Source: an optimization exercise on an open RTL-to-GDS flow (aim: small area). Production flows keep margins and buffers that such runs may drop.
In this exercise RTL edits were held to simulation tests only and were not proved equivalent to the original.
Power and IR drop assume default switching activity.

JK:
// eth_icmp_top
module eth_icmp_top (
    input   wire            clk,
    input   wire            rst_n,
    input   wire    [4:0]   i_rx_5b,
    input   wire            i_sfp_los,
    output  reg     [4:0]   o_tx_5b
);
Settings: LEC_CHECK=0, CAP_MARGIN=20, CORE_MARGIN=2, CORE_UTILIZATION=40, SLEW_MARGIN=20; clock period 10.0 ns.
run.sh (not shown) runs the stock make flow with config.mk's settings and CLKGATE_MAP_FILE= SYNTH_SCRIPT=/design/flow/synth_recipe.tcl, a recipe that flattens the netlist after the stock synthesis.
Inputs modified between JK and MS:
# JK
export LEC_CHECK = 0
export CAP_MARGIN = 20
export CORE_MARGIN = 2
export CORE_UTILIZATION = 40
export SLEW_MARGIN = 20
create_clock -name core_clock -period 10.0 [get_ports {clk}]
# MS
export LEC_CHECK = 0
export ABC_AREA = 1
export CAP_MARGIN = 20
export CORE_MARGIN = 2
export CORE_UTILIZATION = 40
export CTS_BUF_LIST = sky130_fd_sc_hd__clkbuf_4
export SLEW_MARGIN = 20
create_clock -name core_clock -period 10.0 [get_ports {clk}]
Results
JK was smaller in final cell area than MS. Summary — number of antenna violations at the first check in global routing, MS relative to JK: higher, by 1. Compared with JK, half-perimeter wire length after detailed placement in MS increased by more than 10%.
What AL does differently from MS at the input level:
# MS
export LEC_CHECK = 0
export ABC_AREA = 1
export CAP_MARGIN = 20
export CORE_MARGIN = 2
export CORE_UTILIZATION = 40
export CTS_BUF_LIST = sky130_fd_sc_hd__clkbuf_4
export SLEW_MARGIN = 20
create_clock -name core_clock -period 10.0 [get_ports {clk}]
# AL
export LEC_CHECK = 0
export CAP_MARGIN = 20
export CORE_MARGIN = 2
export CORE_UTILIZATION = 40
export CTS_BUF_LIST = sky130_fd_sc_hd__clkbuf_16
export CTS_CLUSTER_DIAMETER = 100
export CTS_CLUSTER_SIZE = 30
export SLEW_MARGIN = 20
create_clock -name core_clock -period 10.0 [get_ports {clk}]
Final critical-path setup slack came out lower on AL than on MS.
The global-route wire length before repair in AL is 0.891 times that in MS.
Between MS and AL, the flow reports routed wire length decreasing by a little under 10%.
In the tables for MS and AL, fraction of area in multi-input gates reads lower with MS.
Measured against each other, MS and AL differ in global-route usage, the lower figure coming from AL.
Between MS and AL, portion of the clock cycle consumed by the worst path in the final layout is lower for MS, AL comes in above that.
Power ended up 360 uW lower on AL than on MS.
Against MS, AL reports a final period demand of the worst path that is higher.
Relative to AL, the following input files were edited for TR:
# AL
export LEC_CHECK = 0
export CAP_MARGIN = 20
export CORE_MARGIN = 2
export CORE_UTILIZATION = 40
export CTS_BUF_LIST = sky130_fd_sc_hd__clkbuf_16
export CTS_CLUSTER_DIAMETER = 100
export CTS_CLUSTER_SIZE = 30
export SLEW_MARGIN = 20
create_clock -name core_clock -period 10.0 [get_ports {clk}]
# TR
export LEC_CHECK = 0
export CAP_MARGIN = 20
export CORE_MARGIN = 2
export CORE_UTILIZATION = 40
export CTS_BUF_LIST = sky130_fd_sc_hd__clkbuf_8
export CTS_CLUSTER_DIAMETER = 64
export CTS_CLUSTER_SIZE = 16
export SLEW_MARGIN = 20
create_clock -name core_clock -period 10.0 [get_ports {clk}]
Findings:
- The met2 track demand over resource in global routing was comparable across AL and TR.
- Of TR and AL, it is TR that has the lower power density over the cells.
- Looking at number of global-route vias before repair across AL and TR, the one that comes out higher is TR.
- Against AL as the reference, TR delivers a lower relative slew slack.
- In the metrics for AL and TR, the one carrying the lower final-layout clock buffer total is AL.
- Re number of antenna violations at the first check in global routing: no difference whatsoever between AL and TR.
- Going from AL to TR, the layout overhead on the synthesized area was found to have gone down by 0.25 points.
- Post-layout instance area across AL and TR: no real change.
--- input diff TR..PW ---
# TR
export LEC_CHECK = 0
export CAP_MARGIN = 20
export CORE_MARGIN = 2
export CORE_UTILIZATION = 40
export CTS_BUF_LIST = sky130_fd_sc_hd__clkbuf_8
export CTS_CLUSTER_DIAMETER = 64
export CTS_CLUSTER_SIZE = 16
export SLEW_MARGIN = 20
create_clock -name core_clock -period 10.0 [get_ports {clk}]
# PW
export LEC_CHECK = 0
export CAP_MARGIN = 20
export CORE_MARGIN = 2
export CORE_UTILIZATION = 40
export CTS_BUF_LIST = sky130_fd_sc_hd__clkbuf_8
export CTS_CLUSTER_DIAMETER = 80
export CTS_CLUSTER_SIZE = 20
export SLEW_MARGIN = 20
create_clock -name core_clock -period 10.0 [get_ports {clk}]
[summary]
- In PW, reported leakage power is lower than in TR.
- Hold slack: PW better than TR
- PW: total power 2.2% below TR
- The total non-filler cell area in the finished layout reported for PW is smaller than that of TR by 0.67%.
- Diff TR -> PW: fmax increased about 0.34%, total internal power down 2.2%.
- PW against TR: ratio of final minimum period to clock period down 0.26 points; routed wire length moved down.

* * *

Setup of job 4593:
eth_icmp_top again, from the RTL that the note above started with.
Settings: LEC_CHECK=0, CAP_MARGIN=20, CORE_MARGIN=2, CORE_UTILIZATION=40, CTS_BUF_LIST=sky130_fd_sc_hd__clkbuf_16, CTS_CLUSTER_DIAMETER=110, CTS_CLUSTER_SIZE=36, SLEW_MARGIN=20; clock period 10.0 ns.
## Diff of input files: job 7246 against job 4593
- changing CTS_CLUSTER_SIZE from 36 to 30
- setting ABC_AREA to 1 for the first time
- changing CTS_BUF_LIST from sky130_fd_sc_hd__clkbuf_16 to sky130_fd_sc_hd__clkbuf_2 sky130_fd_sc_hd__clkbuf_4 sky130_fd_sc_hd__clkbuf_8
- removing CTS_CLUSTER_DIAMETER (formerly 110)
Findings:
The lower post-route cell area came out of job 4593. Job 7246 finished every step from synthesis to the final layout, and the layout passed the timing, design-rule and antenna checks. The number of antenna violations at the first check in global routing of job 4593 and that of job 7246 are within noise of each other. Going from job 4593 to job 7246, die area grows by about 1.4%.

* * *

build 48:
Another version of the RTL of eth_icmp_top (not shown whole).
Size: ~710 cells after synthesis, roughly 13 I/O pins.
==> flow/config.mk <==
export PLATFORM = sky130hd
export DESIGN_NAME = eth_icmp_top
export DESIGN_NICKNAME = eth_icmp_top
export VERILOG_FILES = /design/flow/design.v
export SDC_FILE = /design/flow/constraint.sdc
export NUM_CORES = 4
export LEC_CHECK = 0
export CAP_MARGIN = 20
export CORE_MARGIN = 2
export CORE_UTILIZATION = 40
export CTS_BUF_LIST = sky130_fd_sc_hd__clkbuf_8
export CTS_CLUSTER_DIAMETER = 70
export CTS_CLUSTER_SIZE = 18
export SLEW_MARGIN = 20
==> flow/constraint.sdc <==
create_clock -name core_clock -period 10.0 [get_ports {clk}]
set_input_delay 2.0000 -clock core_clock [delete_from_list [all_inputs] [get_ports {clk}]]
set_output_delay 2.0000 -clock core_clock [all_outputs]
set_load 0.01 [all_outputs]
standard.sh (not shown) runs the stock make flow with config.mk's settings and CLKGATE_MAP_FILE= SYNTH_SCRIPT=/design/flow/synth_recipe.tcl, a recipe that flattens the netlist after the stock synthesis.
==> flow/flow/run.sh <==
#!/bin/bash
# Own layout flow: the standard flow with three changes.
#  1. After the standard synthesis, the combinational logic between the
#     registers is mapped again by ABC with an area-oriented script
#     (deepsyn + area mapping), best of three seeds.  The registers, their names and their cells
#     are left exactly as the standard synthesis made them.
#  2. The port buffers are buf_1 cells.
#  3. Clock tree synthesis uses clkbuf_8 clusters without dummy loads.
# Each tool's output goes to a log file of its own in this folder.
set -euo pipefail
RES=orfs/results/${FLOW_PLATFORM}/eth_icmp_top/base
LIB=${FLOW_HOME}/platforms/${FLOW_PLATFORM}/lib/sky130_fd_sc_hd__tt_025C_1v80.lib
YOSYS=${FLOW_HOME}/../tools/install/yosys/bin/yosys

bash standard.sh synth > standard_synth.log 2>&1
cp $RES/1_2_yosys.v standard_1_2_yosys.v

cat > remap_before.ys <<EOY
read_liberty -lib $LIB
read_verilog standard_1_2_yosys.v
hierarchy -top $FLOW_TOP
tee -o remap_stat_before.txt stat -liberty $LIB
EOY
$YOSYS -s remap_before.ys > remap_before.log 2>&1

# three remaps with different deepsyn seeds run side by side; the smallest
# netlist is kept
for S in 1 2 3; do
cat > remap_$S.ys <<EOY
read_liberty -ignore_miss_func $LIB
read_verilog standard_1_2_yosys.v
hierarchy -top $FLOW_TOP
blackbox sky130_fd_sc_hd__df* sky130_fd_sc_hd__edf* sky130_fd_sc_hd__sdf*
flatten
opt_clean -purge
abc -liberty $LIB -dont_use sky130_fd_sc_hd__lpflow_bleeder_1 -dont_use sky130_fd_sc_hd__lpflow_clkbufkapwr_1 -dont_use sky130_fd_sc_hd__lpflow_clkbufkapwr_16 -dont_use sky130_fd_sc_hd__lpflow_clkbufkapwr_2 -dont_use sky130_fd_sc_hd__lpflow_clkbufkapwr_4 -dont_use sky130_fd_sc_hd__lpflow_clkbufkapwr_8 -dont_use sky130_fd_sc_hd__lpflow_clkinvkapwr_1 -dont_use sky130_fd_sc_hd__lpflow_clkinvkapwr_16 -dont_use sky130_fd_sc_hd__lpflow_clkinvkapwr_2 -dont_use sky130_fd_sc_hd__lpflow_clkinvkapwr_4 -dont_use sky130_fd_sc_hd__lpflow_clkinvkapwr_8 -dont_use sky130_fd_sc_hd__lpflow_decapkapwr_12 -dont_use sky130_fd_sc_hd__lpflow_decapkapwr_3 -dont_use sky130_fd_sc_hd__lpflow_decapkapwr_4 -dont_use sky130_fd_sc_hd__lpflow_decapkapwr_6 -dont_use sky130_fd_sc_hd__lpflow_decapkapwr_8 -dont_use sky130_fd_sc_hd__lpflow_inputiso0n_1 -dont_use sky130_fd_sc_hd__lpflow_inputiso0p_1 -dont_use sky130_fd_sc_hd__lpflow_inputiso1n_1 -dont_use sky130_fd_sc_hd__lpflow_inputiso1p_1 -dont_use sky130_fd_sc_hd__lpflow_inputisolatch_1 -dont_use sky130_fd_sc_hd__lpflow_isobufsrc_1 -dont_use sky130_fd_sc_hd__lpflow_isobufsrc_16 -dont_use sky130_fd_sc_hd__lpflow_isobufsrc_2 -dont_use sky130_fd_sc_hd__lpflow_isobufsrc_4 -dont_use sky130_fd_sc_hd__lpflow_isobufsrc_8 -dont_use sky130_fd_sc_hd__lpflow_isobufsrckapwr_16 -dont_use sky130_fd_sc_hd__lpflow_lsbuf_lh_hl_isowell_tap_1 -dont_use sky130_fd_sc_hd__lpflow_lsbuf_lh_hl_isowell_tap_2 -dont_use sky130_fd_sc_hd__lpflow_lsbuf_lh_hl_isowell_tap_4 -dont_use sky130_fd_sc_hd__lpflow_lsbuf_lh_isowell_4 -dont_use sky130_fd_sc_hd__lpflow_lsbuf_lh_isowell_tap_1 -dont_use sky130_fd_sc_hd__lpflow_lsbuf_lh_isowell_tap_2 -dont_use sky130_fd_sc_hd__lpflow_lsbuf_lh_isowell_tap_4 -dont_use sky130_fd_sc_hd__probe_p_8 -dont_use sky130_fd_sc_hd__probec_p_8  -dont_use sky130_fd_sc_hd__probe_p_8 -dont_use sky130_fd_sc_hd__probec_p_8 -script +strash;&get,-n;&deepsyn,-T,60,-S,$S;&put;dc2;&get,-n;&dch,-f;&nf,-a,-R,1000;&put
splitnets
opt_clean -purge
hilomap -singleton -hicell sky130_fd_sc_hd__conb_1 HI -locell sky130_fd_sc_hd__conb_1 LO
insbuf -buf sky130_fd_sc_hd__buf_4 A X
opt_clean -purge
rename -hide w:*\$func\$*
tee -o remap_check_$S.txt check
tee -o remap_stat_$S.txt stat -liberty $LIB
write_verilog -noattr -nohex -nodec remap_$S.v
EOY
$YOSYS -s remap_$S.ys > remap_$S.log 2>&1 &
done
wait
# a remap that lost logic (far smaller than the standard netlist) is not used
STD=$(grep 'Chip area' remap_stat_before.txt | awk '{print $NF}')
BEST=$(for S in 1 2 3; do
         A=$(grep 'Chip area' remap_stat_$S.txt 2>/dev/null | awk '{print $NF}')
         if [[ -n "$A" && -s remap_$S.v ]] && awk -v a="$A" -v s="$STD" 'BEGIN{exit !(a > 0.85*s)}'; then echo "$A $S"; fi
       done | sort -g | head -1 | awk '{print $2}')
[[ -n "$BEST" ]]
echo "remap seed $BEST kept (standard $STD)" > remap_choice.txt
cp remap_$BEST.v remap.v
cp remap.v $RES/1_2_yosys.v
rm -f $RES/1_synth.odb $RES/1_synth.sdc

export BUFFER_PORTS_ARGS="-buffer_cell sky130_fd_sc_hd__buf_1"
export CTS_ARGS="-sink_clustering_enable -repair_clock_nets -sink_clustering_size 18 -sink_clustering_max_diameter 70 -buf_list sky130_fd_sc_hd__clkbuf_8 -dont_use_dummy_load"
bash standard.sh > standard.log 2>&1
The final layout from build 48, which completed every stage, passed the timing, design-rule and antenna checks at the end of the flow.
#### Input delta (build 60 over build 48)
- CORE_UTILIZATION: 40 -> 65
diff --git a/flow/flow/run.sh b/flow/flow/run.sh
--- a/flow/flow/run.sh
+++ b/flow/flow/run.sh
@@ -8 +8 @@
-#  3. Clock tree synthesis uses clkbuf_8 clusters without dummy loads.
+#  3. Clock tree synthesis uses clkbuf_8 clusters of up to 22 sinks, without dummy loads.
@@ -63 +63 @@
-export CTS_ARGS="-sink_clustering_enable -repair_clock_nets -sink_clustering_size 18 -sink_clustering_max_diameter 70 -buf_list sky130_fd_sc_hd__clkbuf_8 -dont_use_dummy_load"
+export CTS_ARGS="-sink_clustering_enable -repair_clock_nets -sink_clustering_size 22 -sink_clustering_max_diameter 50 -buf_list sky130_fd_sc_hd__clkbuf_8 -dont_use_dummy_load"
==> comparison <==
Die width (higher): build 48. Build 60 vs build 48: sum of met2 wire segment lengths after detailed routing up in build 60. When build 60 is measured against build 48, its actual slew at the worst max-slew pin turns out 0.12 ns higher. The shortest clock period the worst path allows after layout of build 60 is lower than that of build 48. Build 60 — share of the final layout cell area in multi-input gates 0.33 points higher, build 48 as reference. Changes observed in build 60 relative to build 48: sum of internal, switching and leakage power was more or less identical; utilization went up by 26 points; clock power share went down by 0.3 points; maximum frequency went up by about 0.6%. Routed wire length is higher on build 60.
diff inputs: build 60 => build 29
- swapping 65 for 40 in CORE_UTILIZATION
diff --git a/flow/flow/run.sh b/flow/flow/run.sh
--- a/flow/flow/run.sh
+++ b/flow/flow/run.sh
@@ -8 +8 @@
-#  3. Clock tree synthesis uses clkbuf_8 clusters of up to 22 sinks, without dummy loads.
+#  3. Clock tree synthesis uses clkbuf_8 clusters of up to 20 sinks, without dummy loads.
@@ -63 +63 @@
-export CTS_ARGS="-sink_clustering_enable -repair_clock_nets -sink_clustering_size 22 -sink_clustering_max_diameter 50 -buf_list sky130_fd_sc_hd__clkbuf_8 -dont_use_dummy_load"
+export CTS_ARGS="-sink_clustering_enable -repair_clock_nets -sink_clustering_size 20 -sink_clustering_max_diameter 60 -buf_list sky130_fd_sc_hd__clkbuf_8 -dont_use_dummy_load"
==> summary.txt <==
- No stage failed in build 29, and the final checks on the layout all came back clean.
- Comparing build 60 against build 29, there is no change at all in boundary pin count.
- Going from build 60 to build 29, instance area after placement grows by about 1.7%.
- Against build 60, build 29 comes in 7.6 points lower on global router's overall resource usage.
- Fraction of cell area in non-clock buffers essentially unchanged between build 60 and build 29.
- Diff build 60 -> build 29 | worst clock skew | decrease of 0.011 ns
- Number of buffers inserted during clock tree synthesis ends up higher on build 60.
- Summary of build 29 over build 60: core utilization shows a reduction of 27 points, floorplan core area saw an increase, total wirelength of the detailed-routed design -about 4%.
### build 29 -> build 39
diff --git a/flow/flow/run.sh b/flow/flow/run.sh
--- a/flow/flow/run.sh
+++ b/flow/flow/run.sh
@@ -8 +8 @@
-#  3. Clock tree synthesis uses clkbuf_8 clusters of up to 20 sinks, without dummy loads.
+#  3. Clock tree synthesis uses clkbuf_8 clusters without dummy loads.
## What came out
Re met1 capacity usage during global routing: no difference whatsoever between build 39 and build 29. Final instance count without filler cells: build 39 vs build 29, no meaningful difference. Reported for build 39 and build 29, total number of vias turned out identical to the last digit. Re largest driver fanout on the critical path: no difference whatsoever between build 29 and build 39. Between build 29 and build 39, the summed area of non-filler cells in the final layout does not differ in any meaningful way. Build 29 → build 39: proportion of power drawn by combinational gates neither gained nor lost much, sequential power comparable, relative contribution of the clock network to total power now sits at about the same level. As far as count of maximum capacitance violations goes, build 39 and build 29 are indistinguishable; the numbers are identical. Leakage power came out exactly the same in build 39 and build 29. Build 39 -> build 29: die area delta 0, exact match.

## afterwards: timing with drivers on the ports
How much do the figures lean on ideal ports? The routed layouts below were timed once more, with nothing changed but the port constraints.
Step 1 sets driving cells, clkbuf_16 on the clock port and buf_2 on the other inputs (assumed; they add their load-dependent delay and slew).
Step 2 moves the port delays by t, midway between the first and last clock arrival at a register: inputs arrive t later, outputs are due t later. That takes back most of the time a late clock gives input paths.
Three values: ideal ports, drivers, drivers and shift; two values: the first two.
| run | t, ns | slack for setup (ns) | hold WS [ns] | worst setup path after step 2 | worst register clock-pin slew, ns |
|---|---|---|---|---|---|
| JK | 0.563 | 2.404 / 2.360 / 2.923 | 0.322 / 0.322 / 0.322 | register to output | 0.06 / 0.06 |
| MS | 0.706 | 3.533 / 3.490 / 4.196 | 0.298 / 0.298 / 0.298 | register to output | 0.07 / 0.07 |
| AL | 0.550 | 2.413 / 2.370 / 2.920 | 0.328 / 0.328 / 0.328 | register to output | 0.11 / 0.11 |
| TR | 0.609 | 2.335 / 2.296 / 2.906 | 0.322 / 0.322 / 0.322 | register to output | 0.11 / 0.11 |
| PW | 0.589 | 2.361 / 2.322 / 2.912 | 0.326 / 0.326 / 0.326 | register to output | 0.12 / 0.12 |
| job 4593 | 0.546 | 2.413 / 2.370 / 2.916 | 0.321 / 0.321 / 0.321 | register to output | 0.12 / 0.12 |
| job 7246 | 0.609 | 3.639 / 3.593 / 4.202 | 0.316 / 0.316 / 0.316 | register to output | 0.07 / 0.07 |
| build 48 | 0.565 | 3.357 / 3.313 / 3.877 | 0.251 / 0.251 / 0.251 | register to output | 0.11 / 0.11 |
| build 60 | 0.562 | 3.397 / 3.358 / 3.920 | 0.278 / 0.278 / 0.278 | register to output | 0.12 / 0.12 |
| build 29 | 0.570 | 3.386 / 3.345 / 3.914 | 0.300 / 0.300 / 0.300 | register to output | 0.12 / 0.12 |
| build 39 | 0.570 | 3.386 / 3.345 / 3.914 | 0.300 / 0.300 / 0.300 | register to output | 0.12 / 0.12 |
After both steps setup and hold are still met in every run listed.
